Context: an optimization exercise on an open-source flow, tuned for a short achievable clock period and few clock cycles. The choices shown serve that exercise and are no tape-out recipe. At most, simulation tests tie the RTL to the original design; equivalence was not proved. Power is estimated from default activity; no workload was simulated.

## JK
==> module alu, before the edit <==
module alu(
    input  [31:0] a,
    input  [31:0] b,
    input  [5:0]  fn,
    input         sub,       
    input         arith,     
    output [31:0] o
    );
    wire [31:0] sum  = a + (sub ? ~b : b) + {31'd0, sub};
    wire        lt   = (a[31] != b[31]) ? a[31] : sum[31];
    wire [31:0] sh   = (b[31:5] != 27'd0) ? 32'd0 : (a << b[4:0]);
    wire [31:0] early = ({32{fn[2]}} & (a & b)) |
                        ({32{fn[3]}} & (a | b)) |
                        ({32{fn[4]}} & {31'd0, lt}) |
                        ({32{fn[5]}} & sh);
    assign o  = arith ? sum : early;
endmodule
==> module pipelined_cpu, before the edit <==
module pipelined_cpu(
    input clk,
    input rst,
    output [31:0] imem_addr,
    input [31:0] imem_rdata,
    output [31:0] dmem_addr,
    output [31:0] dmem_wdata,
    output dmem_we,
    input [31:0] dmem_rdata
    );
    reg [31:2] pc;      
    reg        d_valid;
    reg [31:0] d_inst;
    reg [31:0] d_pc, d_pc4;
    reg        d_pred, d_hit;
    reg [1:0]  d_ctr;
    reg [31:0] d_ptgt;
    reg        e_valid;
    reg        e_load, e_store, e_branch, e_wr;
    reg [5:0]  e_fn;
    reg        e_sub, e_arith;
    reg [4:0]  e_dest;
    reg [31:0] e_a, e_b, e_sd;
    reg        e_fa, e_fb, e_fs;
    reg        e_la, e_lb, e_ls;
    reg        e_pred, e_hit;
    reg [1:0]  e_ctr;
    reg [31:0] e_ptgt;
    reg [31:0] e_pc, e_pc4, e_target;
    reg        m_wr, m_load, m_store;
    reg [4:0]  m_dest;
    reg [31:0] m_res, m_sd;
    reg        m_branch, m_taken, m_hit;
    reg [1:0]  m_ctr;
    reg [31:0] m_pc, m_target;
    wire [31:0] m_wd = m_load ? dmem_rdata : m_res;
    assign dmem_addr  = m_res;
    assign dmem_wdata = m_sd;
    assign dmem_we    = m_store;
    wire [31:0] a  = e_la ? dmem_rdata : e_fa ? m_res : e_a;
    wire [31:0] b  = e_lb ? dmem_rdata : e_fb ? m_res : e_b;
    wire [31:0] sd = e_ls ? dmem_rdata : e_fs ? m_res : e_sd;
    wire [31:0] res;
    alu alu_1(a, b, e_fn, e_sub, e_arith, res);
    wire eq = e_fa ? (e_fs ? 1'b1 : (m_res == e_sd)) :
              e_la ? (e_ls ? 1'b1 : (dmem_rdata == e_sd)) :
              e_fs ? (e_a == m_res) :
              e_ls ? (e_a == dmem_rdata) : (e_a == e_sd);
    wire taken    = e_branch & eq;
    wire e_tgt_ok = (e_ptgt == e_target);
    wire mp_eq  = e_valid & (e_pred ? ~(e_branch & e_tgt_ok) : e_branch);
    wire mp_ne  = e_valid & e_pred;
    wire mispred = eq ? mp_eq : mp_ne;
    wire d_uses_rs, d_uses_rt, d_alusrc, d_load, d_store, d_branch, d_wr;
    wire [4:0] d_dest;
    wire [5:0] d_fn;
    decode dec(d_inst, d_uses_rs, d_uses_rt, d_alusrc, d_load, d_store, d_branch, d_wr,
               d_dest, d_fn);
    wire [4:0] rs = d_inst[25:21];
    wire [4:0] rt = d_inst[20:16];
    wire [31:0] rd1, rd2;
    reg_mem rf(clk, m_wr, m_dest, m_wd, rs, rt, rd1, rd2);
    wire [31:0] imm    = {{16{d_inst[15]}}, d_inst[15:0]};
    wire [31:0] d_tgt  = d_pc4 + {imm[29:0], 2'b00};
    wire e_fwd_ok = e_valid & e_wr;
    wire hit_rs   = e_fwd_ok & (e_dest == rs);
    wire hit_rt   = e_fwd_ok & (e_dest == rt);
    wire        f_pred, f_hit;
    wire [1:0]  f_ctr;
    wire [31:0] f_ptgt;
    btb bp(clk, rst, {pc, 2'b00}, f_pred, f_hit, f_ctr, f_ptgt,
           m_branch, m_pc, m_taken, m_hit, m_ctr, m_target);
    assign imem_addr = {pc, 2'b00};
    wire [31:0] pc4   = {pc + 30'd1, 2'b00};
    wire [31:0] fpath = f_pred ? f_ptgt : pc4;
    wire [31:0] npc_eq = mp_eq ? (e_branch ? e_target : e_pc4) : fpath;
    wire [31:0] npc_ne = mp_ne ? e_pc4 : fpath;
    always @(posedge clk) begin
        if (rst) pc <= 30'd0;
        else     pc <= eq ? npc_eq[31:2] : npc_ne[31:2];
        if (rst | mispred) d_valid <= 1'b0;
        else               d_valid <= 1'b1;
        begin
            d_inst <= imem_rdata;
            d_pc   <= {pc, 2'b00};
            d_pc4  <= pc4;
            d_pred <= f_pred;
            d_hit  <= f_hit;
            d_ctr  <= f_ctr;
            d_ptgt <= f_ptgt;
        end
        e_valid  <= ~rst & ~mispred & d_valid;
        e_load   <= d_load;
        e_store  <= d_store;
        e_branch <= d_branch;
        e_wr     <= d_wr;
        e_fn     <= d_fn;
        e_sub    <= d_fn[1] | d_fn[4];
        e_arith  <= d_fn[0] | d_fn[1];
        e_dest   <= d_dest;
        e_a      <= rd1;
        e_b      <= d_alusrc ? imm : rd2;
        e_sd     <= rd2;
        e_fa     <= hit_rs & ~e_load;
        e_fb     <= hit_rt & ~e_load & ~d_alusrc;
        e_fs     <= hit_rt & ~e_load;
        e_la     <= hit_rs & e_load;
        e_lb     <= hit_rt & e_load & ~d_alusrc;
        e_ls     <= hit_rt & e_load;
        e_pred   <= d_pred;
        e_ptgt   <= d_ptgt;
        e_hit    <= d_hit;
        e_ctr    <= d_ctr;
        e_pc     <= d_pc;
        e_pc4    <= d_pc4;
        e_target <= d_tgt;
        m_wr     <= ~rst & e_valid & e_wr;
        m_load   <= e_load;
        m_store  <= ~rst & e_valid & e_store;
        m_branch <= ~rst & e_valid & e_branch;
        m_taken  <= taken;
        m_hit    <= e_hit;
        m_ctr    <= e_ctr;
        m_dest   <= e_dest;
        m_res    <= res;
        m_sd     <= sd;
        m_pc     <= e_pc;
        m_target <= e_target;
    end
endmodule
clock: 8.0 ns
lec_check: 0
abc_clock_period_in_ps: 2500
cap_margin: 20
core_margin: 2
core_utilization: 40
setup_slack_margin: 5
slew_margin: 20
run.sh (not shown) runs the stock make flow with config.mk's settings and CLKGATE_MAP_FILE= SYNTH_SCRIPT=/design/flow/synth_recipe.tcl, a recipe that flattens the netlist after the stock synthesis.
## Diff of input files: MS against JK
--- a/flow/design.v
+++ b/flow/design.v
@@ -44,10 +44,9 @@
     input  [31:0] a,
     input  [31:0] b,
     input  [5:0]  fn,
-    input         sub,       
-    input         arith,     
     output [31:0] o
     );
+    wire        sub  = fn[1] | fn[4];
     wire [31:0] sum  = a + (sub ? ~b : b) + {31'd0, sub};
     wire        lt   = (a[31] != b[31]) ? a[31] : sum[31];
     wire [31:0] sh   = (b[31:5] != 27'd0) ? 32'd0 : (a << b[4:0]);
@@ -55,7 +54,7 @@
                         ({32{fn[3]}} & (a | b)) |
                         ({32{fn[4]}} & {31'd0, lt}) |
                         ({32{fn[5]}} & sh);
-    assign o  = arith ? sum : early;
+    assign o  = (fn[0] | fn[1]) ? sum : early;
 endmodule
 `timescale 1ns / 1ps
 module reg_mem(
@@ -138,10 +137,9 @@
     reg        e_valid;
     reg        e_load, e_store, e_branch, e_wr;
     reg [5:0]  e_fn;
-    reg        e_sub, e_arith;
     reg [4:0]  e_dest;
     reg [31:0] e_a, e_b, e_sd;
-    reg        e_fa, e_fb, e_fs;
+    reg        e_fa, e_fb, e_fs, e_eq;
     reg        e_la, e_lb, e_ls;
     reg        e_pred, e_hit;
     reg [1:0]  e_ctr;
@@ -161,11 +159,11 @@
     wire [31:0] b  = e_lb ? dmem_rdata : e_fb ? m_res : e_b;
     wire [31:0] sd = e_ls ? dmem_rdata : e_fs ? m_res : e_sd;
     wire [31:0] res;
-    alu alu_1(a, b, e_fn, e_sub, e_arith, res);
+    alu alu_1(a, b, e_fn, res);
     wire eq = e_fa ? (e_fs ? 1'b1 : (m_res == e_sd)) :
               e_la ? (e_ls ? 1'b1 : (dmem_rdata == e_sd)) :
               e_fs ? (e_a == m_res) :
-              e_ls ? (e_a == dmem_rdata) : (e_a == e_sd);
+              e_ls ? (e_a == dmem_rdata) : e_eq;
     wire taken    = e_branch & eq;
     wire e_tgt_ok = (e_ptgt == e_target);
     wire mp_eq  = e_valid & (e_pred ? ~(e_branch & e_tgt_ok) : e_branch);
@@ -215,12 +213,11 @@
         e_branch <= d_branch;
         e_wr     <= d_wr;
         e_fn     <= d_fn;
-        e_sub    <= d_fn[1] | d_fn[4];
-        e_arith  <= d_fn[0] | d_fn[1];
         e_dest   <= d_dest;
         e_a      <= rd1;
         e_b      <= d_alusrc ? imm : rd2;
         e_sd     <= rd2;
+        e_eq     <= (rd1 == rd2);
         e_fa     <= hit_rs & ~e_load;
         e_fb     <= hit_rt & ~e_load & ~d_alusrc;
         e_fs     <= hit_rt & ~e_load;
### Flow results
- Global-route wire length before repair delta (MS − JK): unfavourable
- Compared with JK, in MS register-to-register slack shows an increase of 330 ps; core utilization moved up; parity-gate share of the synthesized area counting xor and xnor cells shows an increase of 0.59 points; transition time at the pin with the least slew margin -140 ps; largest vdd supply drop saw a decrease.
Testbench counts of MS, summed over its fixed seeds: cycles 34,530.
Only the layout flow was run in JK; the RTL was not checked for function there.

---

The RTL this note starts from:
==> flow/design.v <==
`timescale 1ns / 1ps
module decode(
    input  [31:0] inst,
    output        uses_rs,
    output        uses_rt,
    output        alusrc,       
    output        is_load,
    output        is_store,
    output        is_branch,
    output        wr,           
    output [4:0]  dest,
    output [5:0]  fn            
    );
    wire [5:0] op = inst[31:26];
    wire [3:0] f  = inst[3:0];
    wire is_r    = (op == 6'b100000) | (op == 6'b100010) | (op == 6'b100100) |
                   (op == 6'b100101) | (op == 6'b101010);
    wire is_lw   = (op == 6'b100011);
    wire is_sw   = (op == 6'b101011);
    wire is_beq  = (op == 6'b000100);
    wire is_j    = (op == 6'b000010);
    wire is_addi = (op == 6'b001000);
    wire is_andi = (op == 6'b001100);
    wire is_sll  = (op == 6'b000000);
    wire is_ori  = ~(is_r | is_lw | is_sw | is_beq | is_j | is_addi | is_andi | is_sll);
    wire r_add = is_r & (f == 4'b0000);
    wire r_sub = is_r & (f == 4'b0010);
    wire r_and = is_r & (f == 4'b0100);
    wire r_or  = is_r & (f == 4'b0101);
    wire r_slt = is_r & ~(f == 4'b0000) & ~(f == 4'b0010) & ~(f == 4'b0100) & ~(f == 4'b0101);
    assign uses_rs   = ~is_j;
    assign uses_rt   = is_r | is_sw | is_beq | is_sll;
    assign alusrc    = is_lw | is_sw | is_addi | is_andi | is_ori;
    assign is_load   = is_lw;
    assign is_store  = is_sw;
    assign is_branch = is_beq;
    assign dest      = is_r ? inst[15:11] : inst[20:16];
    assign wr        = (is_r | is_lw | is_addi | is_andi | is_ori | is_sll) & (dest != 5'd0);
    assign fn        = {is_sll, r_slt, r_or | is_ori, r_and | is_andi, r_sub,
                        r_add | is_lw | is_sw | is_addi};
endmodule
`timescale 1ns / 1ps
module alu(
    input  [31:0] a,
    input  [31:0] b,
    input  [5:0]  fn,
    output [31:0] o
    );
    wire        sub  = fn[1] | fn[4];
    wire [31:0] sum  = a + (sub ? ~b : b) + {31'd0, sub};
    wire        lt   = (a[31] != b[31]) ? a[31] : sum[31];
    wire [31:0] sh   = (b[31:5] != 27'd0) ? 32'd0 : (a << b[4:0]);
    wire [31:0] early = ({32{fn[2]}} & (a & b)) |
                        ({32{fn[3]}} & (a | b)) |
                        ({32{fn[4]}} & {31'd0, lt}) |
                        ({32{fn[5]}} & sh);
    assign o  = (fn[0] | fn[1]) ? sum : early;
endmodule
`timescale 1ns / 1ps
module reg_mem(
    input         clk,
    input         we,
    input  [4:0]  wa,
    input  [31:0] wd,
    input  [4:0]  ra1,
    input  [4:0]  ra2,
    output [31:0] rd1,
    output [31:0] rd2
    );
    reg [31:0] mem [31:1];
    always @(posedge clk) begin
        if (we & (wa != 5'd0)) mem[wa] <= wd;
    end
    assign rd1 = (ra1 == 5'd0) ? 32'd0 : (we & (wa == ra1)) ? wd : mem[ra1];
    assign rd2 = (ra2 == 5'd0) ? 32'd0 : (we & (wa == ra2)) ? wd : mem[ra2];
endmodule
module btb(
    input         clk,
    input         rst,
    input  [31:0] pc,
    output        pred_taken,
    output        hit,
    output [1:0]  ctr_out,
    output [31:0] pred_target,
    input         upd,          
    input  [31:0] upd_pc,
    input         upd_taken,
    input         upd_hit,      
    input  [1:0]  upd_ctr,      
    input  [31:0] upd_target
    );
    reg        valid [0:15];
    reg [1:0]  ctr   [0:15];
    reg [3:0]  tag   [0:15];
    reg [11:0] tgt   [0:15];    
    wire [3:0] ri = pc[5:2];
    wire [3:0] wi = upd_pc[5:2];
    assign hit         = valid[ri] & (tag[ri] == pc[9:6]);
    assign ctr_out     = ctr[ri];
    assign pred_taken  = hit & ctr[ri][1];
    assign pred_target = {pc[31:14], tgt[ri], 2'b00};
    wire [1:0] c     = upd_ctr;
    wire       alloc = upd & ~upd_hit & upd_taken;
    integer k;
    always @(posedge clk) begin
        if (upd & upd_taken) tgt[wi] <= upd_target[13:2];
        if (alloc) tag[wi] <= upd_pc[9:6];
        if (alloc) ctr[wi] <= 2'b10;
        else if (upd & upd_hit) begin
            if (upd_taken) ctr[wi] <= (c == 2'b11) ? 2'b11 : c + 2'b01;
            else           ctr[wi] <= (c == 2'b00) ? 2'b00 : c - 2'b01;
        end
        if (rst) begin
            for (k = 0; k < 16; k = k + 1) valid[k] <= 1'b0;
        end
        else if (alloc) valid[wi] <= 1'b1;
    end
endmodule
`timescale 1ns / 1ps
module pipelined_cpu(
    input clk,
    input rst,
    output [31:0] imem_addr,
    input [31:0] imem_rdata,
    output [31:0] dmem_addr,
    output [31:0] dmem_wdata,
    output dmem_we,
    input [31:0] dmem_rdata
    );
    reg [31:2] pc;      
    reg        d_valid;
    reg [31:0] d_inst;
    reg [31:0] d_pc, d_pc4;
    reg        d_pred, d_hit;
    reg [1:0]  d_ctr;
    reg [31:0] d_ptgt;
    reg        e_valid;
    reg        e_load, e_store, e_branch, e_wr;
    reg [5:0]  e_fn;
    reg [4:0]  e_dest;
    reg [31:0] e_a, e_b, e_sd;
    reg        e_fa, e_fb, e_fs, e_eq;
    reg        e_pred, e_hit;
    reg [1:0]  e_ctr;
    reg [31:0] e_ptgt;
    reg [31:0] e_pc, e_pc4, e_target;
    reg        m_wr, m_load, m_store;
    reg [4:0]  m_dest;
    reg [31:0] m_res, m_sd;
    reg        m_branch, m_taken, m_hit;
    reg [1:0]  m_ctr;
    reg [31:0] m_pc, m_target;
    wire [31:0] m_wd = m_load ? dmem_rdata : m_res;
    assign dmem_addr  = m_res;
    assign dmem_wdata = m_sd;
    assign dmem_we    = m_store;
    wire [31:0] a  = e_fa ? m_res : e_a;
    wire [31:0] b  = e_fb ? m_res : e_b;
    wire [31:0] sd = e_fs ? m_res : e_sd;
    wire [31:0] res;
    alu alu_1(a, b, e_fn, res);
    wire eq = e_fa ? (e_fs ? 1'b1 : (m_res == e_sd)) : (e_fs ? (e_a == m_res) : e_eq);
    wire taken    = e_branch & eq;
    wire e_tgt_ok = (e_ptgt == e_target);
    wire mp_eq  = e_valid & (e_pred ? ~(e_branch & e_tgt_ok) : e_branch);
    wire mp_ne  = e_valid & e_pred;
    wire mispred = eq ? mp_eq : mp_ne;
    wire d_uses_rs, d_uses_rt, d_alusrc, d_load, d_store, d_branch, d_wr;
    wire [4:0] d_dest;
    wire [5:0] d_fn;
    decode dec(d_inst, d_uses_rs, d_uses_rt, d_alusrc, d_load, d_store, d_branch, d_wr,
               d_dest, d_fn);
    wire [4:0] rs = d_inst[25:21];
    wire [4:0] rt = d_inst[20:16];
    wire [31:0] rd1, rd2;
    reg_mem rf(clk, m_wr, m_dest, m_wd, rs, rt, rd1, rd2);
    wire [31:0] imm    = {{16{d_inst[15]}}, d_inst[15:0]};
    wire [31:0] d_tgt  = d_pc4 + {imm[29:0], 2'b00};
    wire e_fwd_ok = e_valid & e_wr & ~e_load;
    wire hit_rs   = e_fwd_ok & (e_dest == rs);
    wire hit_rt   = e_fwd_ok & (e_dest == rt);
    wire stall = e_valid & e_load & e_wr &
                 ((d_uses_rs & (e_dest == rs)) | (d_uses_rt & (e_dest == rt)));
    wire        f_pred, f_hit;
    wire [1:0]  f_ctr;
    wire [31:0] f_ptgt;
    btb bp(clk, rst, {pc, 2'b00}, f_pred, f_hit, f_ctr, f_ptgt,
           m_branch, m_pc, m_taken, m_hit, m_ctr, m_target);
    assign imem_addr = {pc, 2'b00};
    wire [31:0] pc4   = {pc + 30'd1, 2'b00};
    wire [31:0] fpath = stall ? {pc, 2'b00} : f_pred ? f_ptgt : pc4;
    wire [31:0] npc_eq = mp_eq ? (e_branch ? e_target : e_pc4) : fpath;
    wire [31:0] npc_ne = mp_ne ? e_pc4 : fpath;
    always @(posedge clk) begin
        if (rst) pc <= 30'd0;
        else     pc <= eq ? npc_eq[31:2] : npc_ne[31:2];
        if (rst | mispred) d_valid <= 1'b0;
        else if (~stall)   d_valid <= 1'b1;
        if (~stall) begin
            d_inst <= imem_rdata;
            d_pc   <= {pc, 2'b00};
            d_pc4  <= pc4;
            d_pred <= f_pred;
            d_hit  <= f_hit;
            d_ctr  <= f_ctr;
            d_ptgt <= f_ptgt;
        end
        e_valid  <= ~rst & ~mispred & ~stall & d_valid;
        e_load   <= d_load;
        e_store  <= d_store;
        e_branch <= d_branch;
        e_wr     <= d_wr;
        e_fn     <= d_fn;
        e_dest   <= d_dest;
        e_a      <= rd1;
        e_b      <= d_alusrc ? imm : rd2;
        e_sd     <= rd2;
        e_eq     <= (rd1 == rd2);
        e_fa     <= hit_rs;
        e_fb     <= hit_rt & ~d_alusrc;
        e_fs     <= hit_rt;
        e_pred   <= d_pred;
        e_ptgt   <= d_ptgt;
        e_hit    <= d_hit;
        e_ctr    <= d_ctr;
        e_pc     <= d_pc;
        e_pc4    <= d_pc4;
        e_target <= d_tgt;
        m_wr     <= ~rst & e_valid & e_wr;
        m_load   <= e_load;
        m_store  <= ~rst & e_valid & e_store;
        m_branch <= ~rst & e_valid & e_branch;
        m_taken  <= taken;
        m_hit    <= e_hit;
        m_ctr    <= e_ctr;
        m_dest   <= e_dest;
        m_res    <= res;
        m_sd     <= sd;
        m_pc     <= e_pc;
        m_target <= e_target;
    end
endmodule
Settings: LEC_CHECK=0, ABC_CLOCK_PERIOD_IN_PS=2500, CAP_MARGIN=20, CORE_MARGIN=2, CORE_UTILIZATION=40, SETUP_SLACK_MARGIN=5, SLEW_MARGIN=20; clock period 8.0 ns.
Testbench counts at the start, summed over its fixed seeds: cycles 37,505.
Rerun with:
--- a/flow/design.v
+++ b/flow/design.v
@@ -138,9 +138,10 @@
     reg        e_load, e_store, e_branch, e_wr;
     reg [5:0]  e_fn;
     reg [4:0]  e_dest;
     reg [31:0] e_a, e_b, e_sd;
-    reg        e_fa, e_fb, e_fs, e_eq;
+    reg        e_fa, e_fb, e_fs;
+    reg        e_la, e_lb, e_ls;
     reg        e_pred, e_hit;
     reg [1:0]  e_ctr;
     reg [31:0] e_ptgt;
     reg [31:0] e_pc, e_pc4, e_target;
@@ -153,14 +154,15 @@
     wire [31:0] m_wd = m_load ? dmem_rdata : m_res;
     assign dmem_addr  = m_res;
     assign dmem_wdata = m_sd;
     assign dmem_we    = m_store;
-    wire [31:0] a  = e_fa ? m_res : e_a;
-    wire [31:0] b  = e_fb ? m_res : e_b;
-    wire [31:0] sd = e_fs ? m_res : e_sd;
+    wire [31:0] a  = e_la ? dmem_rdata : e_fa ? m_res : e_a;
+    wire [31:0] b  = e_lb ? dmem_rdata : e_fb ? m_res : e_b;
+    wire [31:0] sd = e_ls ? dmem_rdata : e_fs ? m_res : e_sd;
     wire [31:0] res;
     alu alu_1(a, b, e_fn, res);
-    wire eq = e_fa ? (e_fs ? 1'b1 : (m_res == e_sd)) : (e_fs ? (e_a == m_res) : e_eq);
+    wire eq = e_fa ? (e_fs ? 1'b1 : (m_res == e_sd)) :
+              e_fs ? (e_a == m_res) : (e_a == e_sd);
     wire taken    = e_branch & eq;
     wire e_tgt_ok = (e_ptgt == e_target);
     wire mp_eq  = e_valid & (e_pred ? ~(e_branch & e_tgt_ok) : e_branch);
     wire mp_ne  = e_valid & e_pred;
@@ -175,13 +177,12 @@
     wire [31:0] rd1, rd2;
     reg_mem rf(clk, m_wr, m_dest, m_wd, rs, rt, rd1, rd2);
     wire [31:0] imm    = {{16{d_inst[15]}}, d_inst[15:0]};
     wire [31:0] d_tgt  = d_pc4 + {imm[29:0], 2'b00};
-    wire e_fwd_ok = e_valid & e_wr & ~e_load;
+    wire e_fwd_ok = e_valid & e_wr;
     wire hit_rs   = e_fwd_ok & (e_dest == rs);
     wire hit_rt   = e_fwd_ok & (e_dest == rt);
-    wire stall = e_valid & e_load & e_wr &
-                 ((d_uses_rs & (e_dest == rs)) | (d_uses_rt & (e_dest == rt)));
+    wire stall = e_valid & e_load & e_wr & d_branch & ((e_dest == rs) | (e_dest == rt));
     wire        f_pred, f_hit;
     wire [1:0]  f_ctr;
     wire [31:0] f_ptgt;
     btb bp(clk, rst, {pc, 2'b00}, f_pred, f_hit, f_ctr, f_ptgt,
@@ -214,12 +215,14 @@
         e_dest   <= d_dest;
         e_a      <= rd1;
         e_b      <= d_alusrc ? imm : rd2;
         e_sd     <= rd2;
-        e_eq     <= (rd1 == rd2);
-        e_fa     <= hit_rs;
-        e_fb     <= hit_rt & ~d_alusrc;
-        e_fs     <= hit_rt;
+        e_fa     <= hit_rs & ~e_load;
+        e_fb     <= hit_rt & ~e_load & ~d_alusrc;
+        e_fs     <= hit_rt & ~e_load;
+        e_la     <= hit_rs & e_load;
+        e_lb     <= hit_rt & e_load & ~d_alusrc;
+        e_ls     <= hit_rt & e_load;
         e_pred   <= d_pred;
         e_ptgt   <= d_ptgt;
         e_hit    <= d_hit;
         e_ctr    <= d_ctr;
Outcome: Worst hold slack got worse by 0.022 ns; core utilization drops by 0.33 points; design area is higher by 0.35%; power climbs by 0.99%; sequential share of layout area is lower by 0.21 points; critical path depth rises by 6.
For the second run of this note, only the layout was checked, not whether the RTL still works.

-- re-timing with driven ports --
Ports are ideal in the flow. The routed layouts listed here were re-timed in OpenROAD.
Step 1 (the two cells are an assumption about what drives the block):
set clk [get_ports {clk}]
set_driving_cell -lib_cell sky130_fd_sc_hd__clkbuf_16 $clk
set_driving_cell -lib_cell sky130_fd_sc_hd__buf_2 [delete_from_list [all_inputs] $clk]
Step 2, shift: input delay + t, output delay - t, t = (earliest + latest rising clock arrival at the registers) / 2. This alone moves slack from input paths to output paths.
Three values: no drivers, after step 1, after step 2; two values: the first two.
| run | t, ns | slack for setup (ns) | worst setup path after step 2 | worst register clock-pin slew, ns | cell pins on the clock port's net |
|---|---|---|---|---|---|
| JK | 0.897 | 4.087 / 4.122 / 3.225 | input to register | 0.07 / 0.07 | 1 |
| MS | 0.945 | 4.449 / 4.417 / 3.615 | input to register | 0.07 / 0.07 | 1 |
| the first run of note 2 | 0.879 | 4.487 / 4.487 / 3.738 | input to register | 0.07 / 0.07 | 1 |
| the second run of note 2 | 0.910 | 4.515 / 4.571 / 3.661 | input to register | 0.07 / 0.07 | 1 |
After both steps every run listed still meets setup and hold. For JK, which loses most, drivers alone change the setup slack by +0.035 ns; drivers and shift together by -0.862 ns.
